Context: an optimization exercise on an open-source flow, tuned for small area. The choices shown serve that exercise and are no tape-out recipe.
Function was checked by simulation only, so behaviour that the tests miss may differ from the original.
Power and IR drop assume default switching activity.

run 1:
## VGA_Display
module VGA_Display(input clk, input left, input left_2, input rst, input switch, input AI_switch,
						 output [2:0] R, output [2:0] G, output [1:0] B, output vga_out_vsync, output vga_out_hsync,
						 output reg flag, output [6:0] OUT, output[3:0] EN,
						 input MISO, output SS, output MOSI, output SCLK,
						 input MISO_P2, output SS_P2, output MOSI_P2, output SCLK_P2 ,output test,
						 input fast);
Settings: LEC_CHECK=0, CAP_MARGIN=20, CORE_MARGIN=2, CORE_UTILIZATION=40, CTS_BUF_LIST=sky130_fd_sc_hd__clkbuf_8, SLEW_MARGIN=20; clock period 10.0 ns.
run.sh (not shown) runs the stock make flow with config.mk's settings and CLKGATE_MAP_FILE= SYNTH_SCRIPT=/design/flow/synth_recipe.tcl, a recipe that flattens the netlist after the stock synthesis.
What run 2 does differently from run 1 at the input level:
==> flow/flow/run.sh (new file) <==
#!/bin/bash
# Layout flow: the standard ORFS flow, with two changes that only affect
# cell choice:
#  - ABC maps the logic with an area-oriented script (flow/abc_area.script)
#    instead of ORFS's delay-oriented one (registers are mapped before ABC
#    and are untouched by it);
#  - the input/output port buffers are buf_1 cells;
#  - clock tree synthesis uses clkbuf_8 and adds no dummy loads.
# Each tool's output goes to a log file in this folder.
set -euo pipefail
WORK=$(pwd)
rm -rf "$WORK/scripts_local"
cp -r "$FLOW_HOME/scripts" "$WORK/scripts_local"
cp "$WORK/flow/abc_area.script" "$WORK/scripts_local/abc_speed.script"
bash "$WORK/standard.sh" SCRIPTS_DIR="$WORK/scripts_local" \
	BUFFER_PORTS_ARGS="-buffer_cell sky130_fd_sc_hd__buf_1" \
	CTS_ARGS="-sink_clustering_enable -repair_clock_nets -dont_use_dummy_load -buf_list sky130_fd_sc_hd__clkbuf_8" finish > "$WORK/flow_make.log" 2>&1
==> flow/flow/abc_area.script (new file) <==
strash
&get -n
&fraig -x
&put
scorr
dc2
strash
&get -n
&syn2
&dch -f
&nf -R 1000 -p
&put
strash
dch -f
&get -n
&nf -R 1000 -p
&put
==> flow/standard.sh (new file) <==
#!/bin/bash
# synth_recipe.tcl (not shown) runs the flow's synth.tcl, then flattens the netlist and writes it again
# the make line also repeats each setting of config.mk as NAME=value (left out here)
make -C /OpenROAD-flow-scripts/flow DESIGN_CONFIG=/design/flow/config.mk WORK_HOME=/design/flow/orfs CLKGATE_MAP_FILE= SYNTH_SCRIPT=/design/flow/synth_recipe.tcl "${@:-finish}"
--- a/flow/config.mk
+++ b/flow/config.mk
@@ -9,4 +9,3 @@
 export CORE_MARGIN = 2
 export CORE_UTILIZATION = 40
-export CTS_BUF_LIST = sky130_fd_sc_hd__clkbuf_8
 export SLEW_MARGIN = 20
removed: flow/run.sh
## What came out
- Lower share of synthesized cell area in and, or, nand and nor gates goes to run 2 over run 1.
- Clock power: run 2 vs run 1 down about 27%
- Compared with run 1, run 2 shows a post-synthesis adder-cell area fraction that is 0.70 points higher.
- NOTE total nets after synthesis run 1->run 2 decreased by a few percent
- Compared with run 1, run 2 shows a higher sequential element share of the synthesized area.
--- input diff run 2..run 3 ---
==> flow/flow/run.sh <==
#!/bin/bash
# Layout flow: the standard ORFS flow, with two changes that only affect
# cell choice:
#  - ABC maps the logic with an area-oriented script (flow/abc_area.script)
#    instead of ORFS's delay-oriented one (registers are mapped before ABC
#    and are untouched by it);
#  - the input/output port buffers are buf_1 cells.
# Each tool's output goes to a log file in this folder.
set -euo pipefail
WORK=$(pwd)
rm -rf "$WORK/scripts_local"
cp -r "$FLOW_HOME/scripts" "$WORK/scripts_local"
cp "$WORK/flow/abc_area.script" "$WORK/scripts_local/abc_speed.script"
bash "$WORK/standard.sh" SCRIPTS_DIR="$WORK/scripts_local" \
	BUFFER_PORTS_ARGS="-buffer_cell sky130_fd_sc_hd__buf_1" finish > "$WORK/flow_make.log" 2>&1
==> comparison <==
- In run 3, the met3 wire length came out about 2% above the value in run 2.
- Compared run 3 against run 2; average routed wire per standard cell within noise.
- | total leakage power | run 3 vs run 2 | 3.0% higher |
- Re first-iteration DRC count: run 2 and run 3 aren't equal, and the higher value belongs to run 3.
- Routed wire length in run 3 is 210 µm higher than in run 2
- [compare] base=run 2 new=run 3: register-to-register slack now sits at about the same level; worst setup slack now sits higher; power now sits higher.
Relative to run 3, the following input files were edited for run 4:
--- a/flow/flow/run.sh
+++ b/flow/flow/run.sh
@@ -5,5 +5,6 @@
 #    instead of ORFS's delay-oriented one (registers are mapped before ABC
 #    and are untouched by it);
-#  - the input/output port buffers are buf_1 cells.
+#  - the input/output port buffers are buf_1 cells;
+#  - clock tree synthesis uses clkbuf_8 and adds no dummy loads.
 # Each tool's output goes to a log file in this folder.
 set -euo pipefail
@@ -13,3 +14,4 @@
 cp "$WORK/flow/abc_area.script" "$WORK/scripts_local/abc_speed.script"
 bash "$WORK/standard.sh" SCRIPTS_DIR="$WORK/scripts_local" \
-	BUFFER_PORTS_ARGS="-buffer_cell sky130_fd_sc_hd__buf_1" finish > "$WORK/flow_make.log" 2>&1
+	BUFFER_PORTS_ARGS="-buffer_cell sky130_fd_sc_hd__buf_1" \
+	CTS_ARGS="-sink_clustering_enable -repair_clock_nets -dont_use_dummy_load -buf_list sky130_fd_sc_hd__clkbuf_8 -sink_clustering_size 10" finish > "$WORK/flow_make.log" 2>&1
[summary]
On fraction of cell area in non-clock buffers, run 3 and run 4 are neck and neck.
Run 4 vs. run 3: post-route cell area has decreased; leakage power summed over all cells dropped 2.9%.
Summary — utilization, run 4 relative to run 3: lower, by 1.1 points.
Compared with run 3, in run 4 clock power now smaller; synthesized cell count comparable; worst setup margin now smaller.

==> afterwards: timing with drivers on the ports <==
The results above use ideal ports. As a check the final layouts listed here were re-extracted and re-timed, cells and wires unchanged. Step 1 sets driving cells, clkbuf_16 on the clock port and buf_2 on the other inputs (assumed; they add their load-dependent delay and slew). Step 2 times the ports against the registers' clock, not the clock port: input delays grow and output delays shrink by t, the midpoint of the rising clock arrivals with the driver on. a / b / c = ideal ports / drivers / drivers and shift; a / b = the first two.
| run | shift t [ns] | setup WS [ns] | slew at the worst register clock pin (ns) |
|---|---|---|---|
| run 1 | 0.547 | 0.849 / 0.803 / 1.350 | 0.12 / 0.12 |
| run 2 | 0.520 | 1.050 / 1.006 / 1.444 | 0.11 / 0.11 |
| run 3 | 0.496 | 1.081 / 1.032 / 1.434 | 0.08 / 0.08 |
| run 4 | 0.520 | 1.050 / 1.006 / 1.444 | 0.11 / 0.11 |
After both steps every run listed still meets setup and hold.
